Context: an optimization exercise on an open-source flow, tuned for small area, a short achievable clock period and few clock cycles. The choices shown serve that exercise and are no tape-out recipe.
At most, simulation tests tie the RTL to the original design; equivalence was not proved.
No activity file was given, so power comes from the tool's default toggle rates.

==> build 77 <==
## Pipeline_CPU
module Pipeline_CPU(
    input aclk,
    input reset,
    output [3 :0] if_ben,
    output [31:0] if_wdata,
    output [31:0] if_addr,
    input         if_addr_ok,
    input         if_data_ok,
    input  [31:0] if_rdata,
    output [3 :0] mem_ben,
    output [31:0] mem_wdata,
    output        mem_wr,
    output [31:0] mem_addr,
    input         mem_addr_ok,
    input         mem_data_ok,
    input  [31:0] mem_rdata
    );
export LEC_CHECK = 0
export CAP_MARGIN = 20
export CORE_MARGIN = 2
export CORE_UTILIZATION = 30
export PLACE_DENSITY = 0.55
export SLEW_MARGIN = 20
create_clock -name core_clock -period 22.0 [get_ports {aclk}]
standard.sh (not shown) runs the stock make flow with config.mk's settings and CLKGATE_MAP_FILE= SYNTH_SCRIPT=/design/flow/synth_recipe.tcl, a recipe that flattens the netlist after the stock synthesis.
==> flow/flow/run.sh <==
#!/bin/bash
set -euo pipefail
MARGIN=$(cat flow/margin.txt)
bash standard.sh SETUP_SLACK_MARGIN=$MARGIN finish > flow_make.log 2>&1
==> flow/flow/margin.txt <==
15
==> inputs of build 3, as changes to build 77 <==
==> flow/run.sh (new file) <==
#!/bin/bash
# synth_recipe.tcl (not shown) runs the flow's synth.tcl, then flattens the netlist and writes it again
# the make line also repeats each setting of config.mk as NAME=value (left out here)
make -C /OpenROAD-flow-scripts/flow DESIGN_CONFIG=/design/flow/config.mk WORK_HOME=/design/flow/orfs CLKGATE_MAP_FILE= SYNTH_SCRIPT=/design/flow/synth_recipe.tcl finish
removed: flow/flow/run.sh
removed: flow/flow/margin.txt
removed: flow/standard.sh
==> reports/results.ini <==
[layout]
final_cell_mix = 1403 x edfxtp_1, 792 x nand2_1, 521 x nor2_1
seq_area_share_pct = 41.68

[power]
power_switching_mw = 4.098
p_leak_nw = 39.69

[drt]
wl_met3_um = 43340

[global_route]
grt_pass1_wl_um = 603400

[sta]
maxSlewHeadroom_pct = 6.744
skew_ps = 119.7

[critical_path]
crit_cells = 28

[run_status]
status = finished clean

[end of results for build 3]
==> reports/results.ini <==
[die]
io_pins = 207

[layout]
clkbuf_count = 256
final_cell_mix = 1403 x edfxtp_1, 792 x nand2_1, 519 x nor2_1

[sta]
maxSlewHeadroom_pct = 7.043
skew_ps = 115.0

[run_status]
status = finished clean

[power]
power_switching_mw = 4.110
p_leak_nw = 40.13

[critical_path]
crit_cells = 1

[global_route]
grt_pass1_wl_um = 606000

[place]
post-place-ws_ps = 12940

[end of results for build 77]
Testbench counts of build 77, summed over its fixed seeds: cycles 46,752.
Testbench counts of build 3, summed over its fixed seeds: cycles 46,752.


==> v2 <==
Pipeline_CPU, a different RTL version from the one above (not shown whole).
export LEC_CHECK = 0
export CAP_MARGIN = 20
export CORE_MARGIN = 2
export CORE_UTILIZATION = 30
export PLACE_DENSITY = 0.55
export SLEW_MARGIN = 20
create_clock -name core_clock -period 22.0 [get_ports {aclk}]
==> flow/flow/run.sh <==
#!/bin/bash
set -euo pipefail
MARGIN=$(cat flow/margin.txt)
bash standard.sh SETUP_SLACK_MARGIN=$MARGIN finish > flow_make.log 2>&1
==> flow/flow/margin.txt <==
17
==> v15: changes against v2 <==
--- a/flow/design.v
+++ b/flow/design.v
@@ -21,13 +21,15 @@
     always @(posedge aclk) rst <= reset;
     reg  [29:0] pc_f;             
     reg  [29:0] pc_f2;            
     reg         v_f2;             
     reg  [31:0] ir;               
+    reg         ir_p;             
     reg  [29:0] pc_d;
     reg         v_d;
     reg  [31:0] sb;               
+    reg         sb_p;
     reg  [29:0] pc_sb;
     reg         v_sb;
     reg         v_e;              
     reg  [4 :0] e_dst;
     reg  [31:0] e_a, e_b, e_imm;
@@ -37,11 +39,10 @@
                 e_sel_xor, e_sel_nor, e_sel_sh, e_sel_link, e_sel_hi, e_sel_lo;
     reg         e_shl, e_sha, e_shimm, e_shbig;
     reg         e_load, e_store, e_lsign;
     reg  [1 :0] e_size;
     reg         e_mthi, e_mtlo, e_md, e_mddiv, e_mdu;
-    reg  [29:0] e_pc8;
     reg  [4 :0] m_dst;            
     reg  [31:0] m_res;
     reg         m_load, m_lsign, m_pend, m_wr;
     reg  [1 :0] m_size;
     reg  [3 :0] m_ben;
@@ -57,29 +58,28 @@
     reg  [31:0] w_res;
     reg         w_load, w_lsign;
     reg  [1 :0] w_size, w_a;
     reg  [4 :0] w2_dst;           
     reg  [31:0] w2_val;
-    reg         w2_load, w2_lsign;
-    reg  [1 :0] w2_size, w2_a;
     reg  [31:0] rf [1:31];
     reg  [31:0] hi, lo;
     assign if_ben    = 4'b1111;
     assign if_wdata  = 32'b0;
     assign if_addr   = {3'b000, pc_f[26:0], 2'b00};
     assign mem_ben   = m_ben;
     assign mem_wr    = m_wr;
     assign mem_wdata = m_wdata;
     assign mem_addr  = {3'b000, m_res[28:0]};
     wire hold = m_pend & ~mem_addr_ok;
-    wire [7 :0] l_byte = (w2_a == 2'd0) ? w2_val[7:0]   :
-                         (w2_a == 2'd1) ? w2_val[15:8]  :
-                         (w2_a == 2'd2) ? w2_val[23:16] : w2_val[31:24];
-    wire [15:0] l_half = w2_a[1] ? w2_val[31:16] : w2_val[15:0];
-    wire [31:0] w2_wb  = (!w2_load || w2_size == 2'd2) ? w2_val :
-                         (w2_size == 2'd1) ? {{16{w2_lsign & l_half[15]}}, l_half} :
-                                             {{24{w2_lsign & l_byte[7]}},  l_byte};
+    wire [7 :0] l_byte = (w_a == 2'd0) ? mem_rdata[7:0]   :
+                         (w_a == 2'd1) ? mem_rdata[15:8]  :
+                         (w_a == 2'd2) ? mem_rdata[23:16] : mem_rdata[31:24];
+    wire [15:0] l_half = w_a[1] ? mem_rdata[31:16] : mem_rdata[15:0];
+    wire [31:0] l_data = (w_size == 2'd2) ? mem_rdata :
+                         (w_size == 2'd1) ? {{16{w_lsign & l_half[15]}}, l_half} :
+                                            {{24{w_lsign & l_byte[7]}},  l_byte};
+    wire [31:0] w2_wb  = w2_val;
     always @(posedge aclk)
         if (w2_dst != 5'd0)
             rf[w2_dst] <= w2_wb;
     wire [5:0] op = ir[31:26];
     wire [4:0] rs = ir[25:21];
@@ -145,11 +145,11 @@
     wire md_wait;
     wire hilo_use = i_mfhi | i_mflo | i_mthi | i_mtlo | i_md;
     wire haz = (use_rs & (d_rs ? sD_s : sE_s)) |
                (use_rt & (d_rt ? sD_t : sE_t)) |
                (hilo_use & (md_wait | (v_e & e_md))) |
-               (is_cti & ~v_sb & ~v_f2);
+               (is_cti & ~ir_p & ~v_sb & ~v_f2);
     wire d_adv  = v_d & ~haz & ~v_m1;
     wire d_free = ~v_d | d_adv;
     wire        a_eq  = (d_a == d_b);
     wire        a_z   = (d_a == 32'd0);
     wire        a_n   = d_a[31];
@@ -161,44 +161,54 @@
                         (op_ri  & (rt[0] ^ a_n));
     wire [29:0] pc_d1   = pc_d + 30'd1;
     wire [29:0] br_tgt  = pc_d1 + {{14{ir[15]}}, ir[15:0]};
     wire [29:0] target  = (i_jr | i_jalr) ? d_a[31:2] :
                           (i_j  | i_jal)  ? {pc_d1[29:26], ir[25:0]} : br_tgt;
-    wire redirect = d_adv & is_cti & taken;
+    wire redirect = d_adv & is_cti & taken & ~ir_p;
     wire drop     = v_d & ~d_adv & v_sb & v_f2;      
+    wire        f_j    = v_f2 & (if_rdata[31:27] == 5'b00001);
+    wire        f_pred = f_j & ~redirect & ~drop;
     always @(posedge aclk)
     begin
         if (rst)
             pc_f <= 30'h2FF00000;                
         else if (redirect)
             pc_f <= target;
         else if (drop)
             pc_f <= pc_f2;
+        else if (f_pred)
+            pc_f <= {pc_f[29:26], if_rdata[25:0]};
         else
             pc_f <= pc_f + 30'd1;
         pc_f2 <= pc_f;
         v_f2  <= ~rst & ~redirect & ~drop;
         if (d_free)
         begin
             if (v_sb)
             begin
                 ir    <= sb;
+                ir_p  <= sb_p;
                 pc_d  <= pc_sb;
                 sb    <= if_rdata;
+                sb_p  <= f_pred;
                 pc_sb <= pc_f2;
             end
             else
             begin
                 ir    <= if_rdata;
+                ir_p  <= f_pred;
                 pc_d  <= pc_f2;
             end
         end
         else if (~v_sb)
         begin
             sb    <= if_rdata;
+            sb_p  <= f_pred;
             pc_sb <= pc_f2;
         end
+        else if (drop)
+            sb_p  <= 1'b0;       
         if (rst)
         begin
             v_d  <= 1'b0;
             v_sb <= 1'b0;
         end
@@ -213,29 +223,29 @@
     wire [31:0] fa, fb;       
     always @(posedge aclk)
     begin
         if (v_m1)
         begin
-            e_a     <= fa;
-            e_b     <= fb;
+            e_a     <= e_fa_em ? m1_res : fa;
+            e_b     <= e_fb_em ? m1_res : fb;
             e_fa_em <= 1'b0;
             e_fa_w2 <= 1'b0;
             e_fb_em <= 1'b0;
             e_fb_w2 <= 1'b0;
         end
         else
         begin
-            e_a     <= d_a;
+            e_a     <= i_link ? {pc_d + 30'd2, 2'b00} : d_a;    
             e_b     <= d_b;
-            e_fa_em <= hE_s;
-            e_fa_w2 <= ~hE_s & ~hM_s & hW_s & w_load;
+            e_fa_em <= hE_s & ~i_link;
+            e_fa_w2 <= ~hE_s & ~hM_s & hW_s & w_load & ~i_link;
             e_fb_em <= hE_t;
             e_fb_w2 <= ~hE_t & ~hM_t & hW_t & w_load;
             e_imm      <= d_imm;
             e_useimm   <= i_alui | i_load | i_store;
             e_sub      <= i_sltr | (op == 6'h0A) | (op == 6'h0B) | (i_arith & fn[1]);
-            e_sel_add  <= i_arith | (op == 6'h08) | (op == 6'h09);
+            e_sel_add  <= i_arith | (op == 6'h08) | (op == 6'h09) | i_load | i_store;
             e_sel_slt  <= (i_sltr & ~fn[0]) | (op == 6'h0A);
             e_sel_sltu <= (i_sltr &  fn[0]) | (op == 6'h0B);
             e_sel_and  <= (i_logr & fn[1:0] == 2'd0) | (op == 6'h0C);
             e_sel_or   <= (i_logr & fn[1:0] == 2'd1) | (op == 6'h0D) | i_lui;
             e_sel_xor  <= (i_logr & fn[1:0] == 2'd2) | (op == 6'h0E);
@@ -250,11 +260,10 @@
             e_sel_lo   <= i_mflo;
             e_size     <= (op[1:0] == 2'b11) ? 2'd2 : {1'b0, op[0]};
             e_lsign    <= ~op[2];
             e_mddiv    <= fn[1];
             e_mdu      <= fn[0];
-            e_pc8      <= pc_d + 30'd2;
         end
         if (rst)
         begin
             v_e     <= 1'b0;
             e_dst   <= 5'd0;
@@ -273,13 +282,12 @@
             e_mthi  <= d_adv & i_mthi;
             e_mtlo  <= d_adv & i_mtlo;
             e_md    <= d_adv & i_md;
         end
     end
-    wire [31:0] m_fwd = v_m1 ? m1_res : m_res;    
-    assign fa = e_fa_em ? m_fwd : e_fa_w2 ? w2_wb : e_a;
-    assign fb = e_fb_em ? m_fwd : e_fb_w2 ? w2_wb : e_b;
+    assign fa = e_fa_em ? m_res : e_fa_w2 ? w2_wb : e_a;
+    assign fb = e_fb_em ? m_res : e_fb_w2 ? w2_wb : e_b;
     wire [31:0] alu_b = e_useimm ? e_imm : fb;
     wire [32:0] sum   = {1'b0, fa} + {1'b0, alu_b ^ {32{e_sub}}} + {32'd0, e_sub};
     wire        slt   = (fa[31] ^ alu_b[31]) ? fa[31] : sum[31];
     wire        sltu  = ~sum[32];
     wire [4 :0] sh_amt = e_shimm ? e_imm[10:6] : fa[4:0];
@@ -301,21 +309,21 @@
                         ({32{e_sel_and}}  & (fa & alu_b)) |
                         ({32{e_sel_or}}   & (fa | alu_b)) |
                         ({32{e_sel_xor}}  & (fa ^ alu_b)) |
                         ({32{e_sel_nor}}  & ~(fa | alu_b)) |
                         ({32{e_sel_sh & ~sh_zero}} & sh_rev) |
-                        ({32{e_sel_link}} & {e_pc8, 2'b00}) |
+                        ({32{e_sel_link}} & fa) |
                         ({32{e_sel_hi}}   & hi) |
                         ({32{e_sel_lo}}   & lo);
     wire        e_mem   = e_load | e_store;
     wire [3 :0] e_ben   = ~e_store ? 4'b1111 :
                           (e_size == 2'd2) ? 4'b1111 :
                           (e_size == 2'd1) ? (sum[1] ? 4'b1100 : 4'b0011) :
                           (4'b0001 << sum[1:0]);
     wire [31:0] e_wdata = (e_size == 2'd0) ? {4{fb[7:0]}} :
                           (e_size == 2'd1) ? {2{fb[15:0]}} : fb;
-    wire [31:0] e_mres = e_mem ? sum[31:0] : e_res;
+    wire [31:0] e_mres = e_res;          
     wire [3 :0] e_mben = e_mem ? e_ben : 4'b0000;
     always @(posedge aclk)
     begin
         if (~v_m1)
         begin
@@ -380,23 +388,14 @@
         w_res   <= m_res;
         w_size  <= m_size;
         w_lsign <= m_lsign;
         w_a     <= m_res[1:0];
         if (rst)
-        begin
-            w2_dst  <= 5'd0;
-            w2_load <= 1'b0;
-        end
+            w2_dst <= 5'd0;
         else
-        begin
-            w2_dst  <= w_dst;
-            w2_load <= w_load;
-        end
-        w2_val   <= w_load ? mem_rdata : w_res;
-        w2_size  <= w_size;
-        w2_lsign <= w_lsign;
-        w2_a     <= w_a;
+            w2_dst <= w_dst;
+        w2_val <= w_load ? l_data : w_res;
     end
     wire e_fire = v_e & ~v_m1;
     localparam NM = 32 / KM;
     localparam W  = 32 + KM;
     reg         md_mi, md_mf, md_dp, md_di, md_df;    
@@ -446,18 +445,18 @@
     wire        dv_lt = (zb < za);
     wire [4 :0] dv_d  = zb[4:0] - za[4:0];
     wire        dp_end = dv_z | dv_lt;
     wire        md_neg = md_n1 | md_n2;
     wire        md_last = md_mf | md_df |
-                          (md_dp & dp_end & ~md_neg) |
                           (md_di & (md_cnt == 5'd0) & ~md_neg);
     assign md_wait = md_busy & ~md_last;
     wire        st_an = ~e_mdu & fa[31];
     wire        st_bn = ~e_mdu & fb[31];
     wire [31:0] abs_a = st_an ? (~fa + 32'd1) : fa;
     wire [31:0] abs_b = st_bn ? (~fb + 32'd1) : fb;
-    wire        st_z  = (fa == 32'd0) | (fb == 32'd0);
+    wire        fa_z  = (fa == 32'd0);
+    wire        fb_z  = (fb == 32'd0);
     always @(posedge aclk)
     begin
         if (rst)
         begin
             md_mi <= 1'b0;
@@ -470,20 +469,30 @@
         begin
             md_cnt <= 5'd0;
             md_c   <= 32'd0;
             md_cy  <= 1'b0;
             md_lz  <= 1'b1;
-            if (e_mddiv)
+            if (e_mddiv & fb_z)
+            begin
+                hi    <= fa;                 
+                lo    <= (~e_mdu & fa[31]) ? 32'd1 : 32'hFFFFFFFF;
+            end
+            else if (e_mddiv & fa_z)
+            begin
+                hi    <= 32'd0;
+                lo    <= 32'd0;
+            end
+            else if (e_mddiv)
             begin
                 md_dp <= 1'b1;
                 hi    <= abs_a;
                 lo    <= 32'd0;
                 md_m  <= abs_b;
                 md_n1 <= st_an;
                 md_n2 <= st_an ^ st_bn;
             end
-            else if (st_z)
+            else if (fa_z | fb_z)
             begin
                 hi    <= 32'd0;
                 lo    <= 32'd0;
             end
             else
==> flow/flow/margin.txt (replaced) <==
16
Settings changed: CORE_UTILIZATION 30 to 45, PLACE_DENSITY 0.55 to 0.65.
==> v5: changes against v2 <==
--- a/flow/design.v
+++ b/flow/design.v
@@ -21,13 +21,15 @@
     always @(posedge aclk) rst <= reset;
     reg  [29:0] pc_f;             
     reg  [29:0] pc_f2;            
     reg         v_f2;             
     reg  [31:0] ir;               
+    reg         ir_p;             
     reg  [29:0] pc_d;
     reg         v_d;
     reg  [31:0] sb;               
+    reg         sb_p;
     reg  [29:0] pc_sb;
     reg         v_sb;
     reg         v_e;              
     reg  [4 :0] e_dst;
     reg  [31:0] e_a, e_b, e_imm;
@@ -37,11 +39,10 @@
                 e_sel_xor, e_sel_nor, e_sel_sh, e_sel_link, e_sel_hi, e_sel_lo;
     reg         e_shl, e_sha, e_shimm, e_shbig;
     reg         e_load, e_store, e_lsign;
     reg  [1 :0] e_size;
     reg         e_mthi, e_mtlo, e_md, e_mddiv, e_mdu;
-    reg  [29:0] e_pc8;
     reg  [4 :0] m_dst;            
     reg  [31:0] m_res;
     reg         m_load, m_lsign, m_pend, m_wr;
     reg  [1 :0] m_size;
     reg  [3 :0] m_ben;
@@ -57,29 +58,28 @@
     reg  [31:0] w_res;
     reg         w_load, w_lsign;
     reg  [1 :0] w_size, w_a;
     reg  [4 :0] w2_dst;           
     reg  [31:0] w2_val;
-    reg         w2_load, w2_lsign;
-    reg  [1 :0] w2_size, w2_a;
     reg  [31:0] rf [1:31];
     reg  [31:0] hi, lo;
     assign if_ben    = 4'b1111;
     assign if_wdata  = 32'b0;
     assign if_addr   = {3'b000, pc_f[26:0], 2'b00};
     assign mem_ben   = m_ben;
     assign mem_wr    = m_wr;
     assign mem_wdata = m_wdata;
     assign mem_addr  = {3'b000, m_res[28:0]};
     wire hold = m_pend & ~mem_addr_ok;
-    wire [7 :0] l_byte = (w2_a == 2'd0) ? w2_val[7:0]   :
-                         (w2_a == 2'd1) ? w2_val[15:8]  :
-                         (w2_a == 2'd2) ? w2_val[23:16] : w2_val[31:24];
-    wire [15:0] l_half = w2_a[1] ? w2_val[31:16] : w2_val[15:0];
-    wire [31:0] w2_wb  = (!w2_load || w2_size == 2'd2) ? w2_val :
-                         (w2_size == 2'd1) ? {{16{w2_lsign & l_half[15]}}, l_half} :
-                                             {{24{w2_lsign & l_byte[7]}},  l_byte};
+    wire [7 :0] l_byte = (w_a == 2'd0) ? mem_rdata[7:0]   :
+                         (w_a == 2'd1) ? mem_rdata[15:8]  :
+                         (w_a == 2'd2) ? mem_rdata[23:16] : mem_rdata[31:24];
+    wire [15:0] l_half = w_a[1] ? mem_rdata[31:16] : mem_rdata[15:0];
+    wire [31:0] l_data = (w_size == 2'd2) ? mem_rdata :
+                         (w_size == 2'd1) ? {{16{w_lsign & l_half[15]}}, l_half} :
+                                            {{24{w_lsign & l_byte[7]}},  l_byte};
+    wire [31:0] w2_wb  = w2_val;
     always @(posedge aclk)
         if (w2_dst != 5'd0)
             rf[w2_dst] <= w2_wb;
     wire [5:0] op = ir[31:26];
     wire [4:0] rs = ir[25:21];
@@ -145,11 +145,11 @@
     wire md_wait;
     wire hilo_use = i_mfhi | i_mflo | i_mthi | i_mtlo | i_md;
     wire haz = (use_rs & (d_rs ? sD_s : sE_s)) |
                (use_rt & (d_rt ? sD_t : sE_t)) |
                (hilo_use & (md_wait | (v_e & e_md))) |
-               (is_cti & ~v_sb & ~v_f2);
+               (is_cti & ~ir_p & ~v_sb & ~v_f2);
     wire d_adv  = v_d & ~haz & ~v_m1;
     wire d_free = ~v_d | d_adv;
     wire        a_eq  = (d_a == d_b);
     wire        a_z   = (d_a == 32'd0);
     wire        a_n   = d_a[31];
@@ -161,44 +161,54 @@
                         (op_ri  & (rt[0] ^ a_n));
     wire [29:0] pc_d1   = pc_d + 30'd1;
     wire [29:0] br_tgt  = pc_d1 + {{14{ir[15]}}, ir[15:0]};
     wire [29:0] target  = (i_jr | i_jalr) ? d_a[31:2] :
                           (i_j  | i_jal)  ? {pc_d1[29:26], ir[25:0]} : br_tgt;
-    wire redirect = d_adv & is_cti & taken;
+    wire redirect = d_adv & is_cti & taken & ~ir_p;
     wire drop     = v_d & ~d_adv & v_sb & v_f2;      
+    wire        f_j    = v_f2 & (if_rdata[31:27] == 5'b00001);
+    wire        f_pred = f_j & ~redirect & ~drop;
     always @(posedge aclk)
     begin
         if (rst)
             pc_f <= 30'h2FF00000;                
         else if (redirect)
             pc_f <= target;
         else if (drop)
             pc_f <= pc_f2;
+        else if (f_pred)
+            pc_f <= {pc_f[29:26], if_rdata[25:0]};
         else
             pc_f <= pc_f + 30'd1;
         pc_f2 <= pc_f;
         v_f2  <= ~rst & ~redirect & ~drop;
         if (d_free)
         begin
             if (v_sb)
             begin
                 ir    <= sb;
+                ir_p  <= sb_p;
                 pc_d  <= pc_sb;
                 sb    <= if_rdata;
+                sb_p  <= f_pred;
                 pc_sb <= pc_f2;
             end
             else
             begin
                 ir    <= if_rdata;
+                ir_p  <= f_pred;
                 pc_d  <= pc_f2;
             end
         end
         else if (~v_sb)
         begin
             sb    <= if_rdata;
+            sb_p  <= f_pred;
             pc_sb <= pc_f2;
         end
+        else if (drop)
+            sb_p  <= 1'b0;       
         if (rst)
         begin
             v_d  <= 1'b0;
             v_sb <= 1'b0;
         end
@@ -213,29 +223,29 @@
     wire [31:0] fa, fb;       
     always @(posedge aclk)
     begin
         if (v_m1)
         begin
-            e_a     <= fa;
-            e_b     <= fb;
+            e_a     <= e_fa_em ? m1_res : fa;
+            e_b     <= e_fb_em ? m1_res : fb;
             e_fa_em <= 1'b0;
             e_fa_w2 <= 1'b0;
             e_fb_em <= 1'b0;
             e_fb_w2 <= 1'b0;
         end
         else
         begin
-            e_a     <= d_a;
+            e_a     <= i_link ? {pc_d + 30'd2, 2'b00} : d_a;    
             e_b     <= d_b;
-            e_fa_em <= hE_s;
-            e_fa_w2 <= ~hE_s & ~hM_s & hW_s & w_load;
+            e_fa_em <= hE_s & ~i_link;
+            e_fa_w2 <= ~hE_s & ~hM_s & hW_s & w_load & ~i_link;
             e_fb_em <= hE_t;
             e_fb_w2 <= ~hE_t & ~hM_t & hW_t & w_load;
             e_imm      <= d_imm;
             e_useimm   <= i_alui | i_load | i_store;
             e_sub      <= i_sltr | (op == 6'h0A) | (op == 6'h0B) | (i_arith & fn[1]);
-            e_sel_add  <= i_arith | (op == 6'h08) | (op == 6'h09);
+            e_sel_add  <= i_arith | (op == 6'h08) | (op == 6'h09) | i_load | i_store;
             e_sel_slt  <= (i_sltr & ~fn[0]) | (op == 6'h0A);
             e_sel_sltu <= (i_sltr &  fn[0]) | (op == 6'h0B);
             e_sel_and  <= (i_logr & fn[1:0] == 2'd0) | (op == 6'h0C);
             e_sel_or   <= (i_logr & fn[1:0] == 2'd1) | (op == 6'h0D) | i_lui;
             e_sel_xor  <= (i_logr & fn[1:0] == 2'd2) | (op == 6'h0E);
@@ -250,11 +260,10 @@
             e_sel_lo   <= i_mflo;
             e_size     <= (op[1:0] == 2'b11) ? 2'd2 : {1'b0, op[0]};
             e_lsign    <= ~op[2];
             e_mddiv    <= fn[1];
             e_mdu      <= fn[0];
-            e_pc8      <= pc_d + 30'd2;
         end
         if (rst)
         begin
             v_e     <= 1'b0;
             e_dst   <= 5'd0;
@@ -273,13 +282,12 @@
             e_mthi  <= d_adv & i_mthi;
             e_mtlo  <= d_adv & i_mtlo;
             e_md    <= d_adv & i_md;
         end
     end
-    wire [31:0] m_fwd = v_m1 ? m1_res : m_res;    
-    assign fa = e_fa_em ? m_fwd : e_fa_w2 ? w2_wb : e_a;
-    assign fb = e_fb_em ? m_fwd : e_fb_w2 ? w2_wb : e_b;
+    assign fa = e_fa_em ? m_res : e_fa_w2 ? w2_wb : e_a;
+    assign fb = e_fb_em ? m_res : e_fb_w2 ? w2_wb : e_b;
     wire [31:0] alu_b = e_useimm ? e_imm : fb;
     wire [32:0] sum   = {1'b0, fa} + {1'b0, alu_b ^ {32{e_sub}}} + {32'd0, e_sub};
     wire        slt   = (fa[31] ^ alu_b[31]) ? fa[31] : sum[31];
     wire        sltu  = ~sum[32];
     wire [4 :0] sh_amt = e_shimm ? e_imm[10:6] : fa[4:0];
@@ -301,21 +309,21 @@
                         ({32{e_sel_and}}  & (fa & alu_b)) |
                         ({32{e_sel_or}}   & (fa | alu_b)) |
                         ({32{e_sel_xor}}  & (fa ^ alu_b)) |
                         ({32{e_sel_nor}}  & ~(fa | alu_b)) |
                         ({32{e_sel_sh & ~sh_zero}} & sh_rev) |
-                        ({32{e_sel_link}} & {e_pc8, 2'b00}) |
+                        ({32{e_sel_link}} & fa) |
                         ({32{e_sel_hi}}   & hi) |
                         ({32{e_sel_lo}}   & lo);
     wire        e_mem   = e_load | e_store;
     wire [3 :0] e_ben   = ~e_store ? 4'b1111 :
                           (e_size == 2'd2) ? 4'b1111 :
                           (e_size == 2'd1) ? (sum[1] ? 4'b1100 : 4'b0011) :
                           (4'b0001 << sum[1:0]);
     wire [31:0] e_wdata = (e_size == 2'd0) ? {4{fb[7:0]}} :
                           (e_size == 2'd1) ? {2{fb[15:0]}} : fb;
-    wire [31:0] e_mres = e_mem ? sum[31:0] : e_res;
+    wire [31:0] e_mres = e_res;          
     wire [3 :0] e_mben = e_mem ? e_ben : 4'b0000;
     always @(posedge aclk)
     begin
         if (~v_m1)
         begin
@@ -380,23 +388,14 @@
         w_res   <= m_res;
         w_size  <= m_size;
         w_lsign <= m_lsign;
         w_a     <= m_res[1:0];
         if (rst)
-        begin
-            w2_dst  <= 5'd0;
-            w2_load <= 1'b0;
-        end
+            w2_dst <= 5'd0;
         else
-        begin
-            w2_dst  <= w_dst;
-            w2_load <= w_load;
-        end
-        w2_val   <= w_load ? mem_rdata : w_res;
-        w2_size  <= w_size;
-        w2_lsign <= w_lsign;
-        w2_a     <= w_a;
+            w2_dst <= w_dst;
+        w2_val <= w_load ? l_data : w_res;
     end
     wire e_fire = v_e & ~v_m1;
     localparam NM = 32 / KM;
     localparam W  = 32 + KM;
     reg         md_mi, md_mf, md_dp, md_di, md_df;    
@@ -446,18 +445,18 @@
     wire        dv_lt = (zb < za);
     wire [4 :0] dv_d  = zb[4:0] - za[4:0];
     wire        dp_end = dv_z | dv_lt;
     wire        md_neg = md_n1 | md_n2;
     wire        md_last = md_mf | md_df |
-                          (md_dp & dp_end & ~md_neg) |
                           (md_di & (md_cnt == 5'd0) & ~md_neg);
     assign md_wait = md_busy & ~md_last;
     wire        st_an = ~e_mdu & fa[31];
     wire        st_bn = ~e_mdu & fb[31];
     wire [31:0] abs_a = st_an ? (~fa + 32'd1) : fa;
     wire [31:0] abs_b = st_bn ? (~fb + 32'd1) : fb;
-    wire        st_z  = (fa == 32'd0) | (fb == 32'd0);
+    wire        fa_z  = (fa == 32'd0);
+    wire        fb_z  = (fb == 32'd0);
     always @(posedge aclk)
     begin
         if (rst)
         begin
             md_mi <= 1'b0;
@@ -470,20 +469,30 @@
         begin
             md_cnt <= 5'd0;
             md_c   <= 32'd0;
             md_cy  <= 1'b0;
             md_lz  <= 1'b1;
-            if (e_mddiv)
+            if (e_mddiv & fb_z)
+            begin
+                hi    <= fa;                 
+                lo    <= (~e_mdu & fa[31]) ? 32'd1 : 32'hFFFFFFFF;
+            end
+            else if (e_mddiv & fa_z)
+            begin
+                hi    <= 32'd0;
+                lo    <= 32'd0;
+            end
+            else if (e_mddiv)
             begin
                 md_dp <= 1'b1;
                 hi    <= abs_a;
                 lo    <= 32'd0;
                 md_m  <= abs_b;
                 md_n1 <= st_an;
                 md_n2 <= st_an ^ st_bn;
             end
-            else if (st_z)
+            else if (fa_z | fb_z)
             begin
                 hi    <= 32'd0;
                 lo    <= 32'd0;
             end
             else
==> flow/flow/margin.txt (replaced) <==
16
==> v37: changes against v2 <==
--- a/flow/design.v
+++ b/flow/design.v
@@ -37,11 +37,10 @@
                 e_sel_xor, e_sel_nor, e_sel_sh, e_sel_link, e_sel_hi, e_sel_lo;
     reg         e_shl, e_sha, e_shimm, e_shbig;
     reg         e_load, e_store, e_lsign;
     reg  [1 :0] e_size;
     reg         e_mthi, e_mtlo, e_md, e_mddiv, e_mdu;
-    reg  [29:0] e_pc8;
     reg  [4 :0] m_dst;            
     reg  [31:0] m_res;
     reg         m_load, m_lsign, m_pend, m_wr;
     reg  [1 :0] m_size;
     reg  [3 :0] m_ben;
@@ -222,14 +221,14 @@
             e_fb_em <= 1'b0;
             e_fb_w2 <= 1'b0;
         end
         else
         begin
-            e_a     <= d_a;
+            e_a     <= i_link ? {pc_d + 30'd2, 2'b00} : d_a;    
             e_b     <= d_b;
-            e_fa_em <= hE_s;
-            e_fa_w2 <= ~hE_s & ~hM_s & hW_s & w_load;
+            e_fa_em <= hE_s & ~i_link;
+            e_fa_w2 <= ~hE_s & ~hM_s & hW_s & w_load & ~i_link;
             e_fb_em <= hE_t;
             e_fb_w2 <= ~hE_t & ~hM_t & hW_t & w_load;
             e_imm      <= d_imm;
             e_useimm   <= i_alui | i_load | i_store;
             e_sub      <= i_sltr | (op == 6'h0A) | (op == 6'h0B) | (i_arith & fn[1]);
@@ -250,11 +249,10 @@
             e_sel_lo   <= i_mflo;
             e_size     <= (op[1:0] == 2'b11) ? 2'd2 : {1'b0, op[0]};
             e_lsign    <= ~op[2];
             e_mddiv    <= fn[1];
             e_mdu      <= fn[0];
-            e_pc8      <= pc_d + 30'd2;
         end
         if (rst)
         begin
             v_e     <= 1'b0;
             e_dst   <= 5'd0;
@@ -301,11 +299,11 @@
                         ({32{e_sel_and}}  & (fa & alu_b)) |
                         ({32{e_sel_or}}   & (fa | alu_b)) |
                         ({32{e_sel_xor}}  & (fa ^ alu_b)) |
                         ({32{e_sel_nor}}  & ~(fa | alu_b)) |
                         ({32{e_sel_sh & ~sh_zero}} & sh_rev) |
-                        ({32{e_sel_link}} & {e_pc8, 2'b00}) |
+                        ({32{e_sel_link}} & fa) |
                         ({32{e_sel_hi}}   & hi) |
                         ({32{e_sel_lo}}   & lo);
     wire        e_mem   = e_load | e_store;
     wire [3 :0] e_ben   = ~e_store ? 4'b1111 :
                           (e_size == 2'd2) ? 4'b1111 :
@@ -453,11 +451,12 @@
     assign md_wait = md_busy & ~md_last;
     wire        st_an = ~e_mdu & fa[31];
     wire        st_bn = ~e_mdu & fb[31];
     wire [31:0] abs_a = st_an ? (~fa + 32'd1) : fa;
     wire [31:0] abs_b = st_bn ? (~fb + 32'd1) : fb;
-    wire        st_z  = (fa == 32'd0) | (fb == 32'd0);
+    wire        fa_z  = (fa == 32'd0);
+    wire        fb_z  = (fb == 32'd0);
     always @(posedge aclk)
     begin
         if (rst)
         begin
             md_mi <= 1'b0;
@@ -470,20 +469,30 @@
         begin
             md_cnt <= 5'd0;
             md_c   <= 32'd0;
             md_cy  <= 1'b0;
             md_lz  <= 1'b1;
-            if (e_mddiv)
+            if (e_mddiv & fb_z)
+            begin
+                hi    <= fa;                 
+                lo    <= (~e_mdu & fa[31]) ? 32'd1 : 32'hFFFFFFFF;
+            end
+            else if (e_mddiv & fa_z)
+            begin
+                hi    <= 32'd0;
+                lo    <= 32'd0;
+            end
+            else if (e_mddiv)
             begin
                 md_dp <= 1'b1;
                 hi    <= abs_a;
                 lo    <= 32'd0;
                 md_m  <= abs_b;
                 md_n1 <= st_an;
                 md_n2 <= st_an ^ st_bn;
             end
-            else if (st_z)
+            else if (fa_z | fb_z)
             begin
                 hi    <= 32'd0;
                 lo    <= 32'd0;
             end
             else
==> flow/flow/margin.txt (replaced) <==
16
==> notes <==
Final cell count, lowest first: v15, v5, v37, v2. The highest cell area belongs to v2, the lowest to v15. Between v5 and v15, the lower combinational power is in v15 (gap about 2%, measured against v15). Between v5 and v2, the lower flip-flop and latch count is in v5 (gap 34). The lowest die area belongs to v15, the highest to v37. Of v5 and v2, v2 has the higher non-clock buffer count (gap 399).
==> figures <==
| metric | v37 | v15 | v2 | v5 |
|---|---|---|---|---|
| Run status | complete, no violations | complete, no violations | complete, no violations | complete, no violations |
| Share of the synthesized area in the top cell type | 0.3909 | 0.3982 | 0.4050 | 0.3982 |
| Number of gates resized after CTS | 578 | 399 | 1317 | 434 |
| Multi-input combinational area share | 0.4435 | 0.4449 | 0.4254 | 0.4375 |
| Ratio of layout area to synthesized area | 1.1548x | 1.1260x | 1.2279x | 1.1479x |
| Setup Buffers After CTS | 92 | 52 | 328 | 62 |
| Power group with the largest share | combinational logic | registers | combinational logic | registers |
| Fmax | 158.7 MHz | 164.0 MHz | 163.1 MHz | 165.6 MHz |
| Total sequential power | 3980 uW | 4120 uW | 4090 uW | 4080 uW |
| Worst-path fanout max | 17 | 2 | 33 | 4 |
| Mean cell area of the mapped netlist | 11.38 um2 | 11.20 um2 | 11.60 um2 | 11.20 um2 |
| Number of buffer and inverter stages on the critical path | 2 | 1 | 5 | 2 |
| Minimum hold slack | 0.3293 ns | 0.3358 ns | 0.3287 ns | 0.3418 ns |
Testbench counts of v15, summed over its fixed seeds: cycles 46,265.
Testbench counts of v5, summed over its fixed seeds: cycles 46,265.
Testbench counts of v37, summed over its fixed seeds: cycles 46,742.
Only the layout flow was run in v2; the RTL was not checked for function there.

==> what the ideal ports hide <==
In the flow no input, the clock included, has a driving cell. The finished layouts below were timed again as built, in two steps.
Step 1 sets driving cells, clkbuf_16 on the clock port and buf_2 on the other inputs (assumed; they add their load-dependent delay and slew).
Step 2 moves the port delays by t, midway between the first and last clock arrival at a register: inputs arrive t later, outputs are due t later. That takes back most of the time a late clock gives input paths.
a / b / c = no drivers / after step 1 / after step 2; a / b = the first two.
run	shift t [ns]	setup WS [ns]	hold WS [ns]	slew at the worst register clock pin (ns)	cell pins on the clock port's net
build 77	0.978	15.040 / 14.940 / 14.310	0.332 / 0.332 / 0.332	0.07 / 0.07	1
build 3	0.974	12.493 / 12.493 / 12.003	0.331 / 0.331 / 0.331	0.07 / 0.07	1
v2	0.975	15.868 / 15.823 / 15.868	0.329 / 0.329 / 0.329	0.07 / 0.07	1
v15	0.963	15.903 / 15.812 / 15.098	0.336 / 0.336 / 0.336	0.07 / 0.07	1
v5	0.994	15.960 / 15.859 / 15.102	0.342 / 0.342 / 0.342	0.08 / 0.08	1
v37	1.016	15.700 / 15.700 / 15.063	0.329 / 0.329 / 0.329	0.07 / 0.07	1
After both steps every run listed still meets setup and hold. The setup slack of v5, which loses most, moves by -0.101 ns with the drivers and by -0.858 ns with both steps.
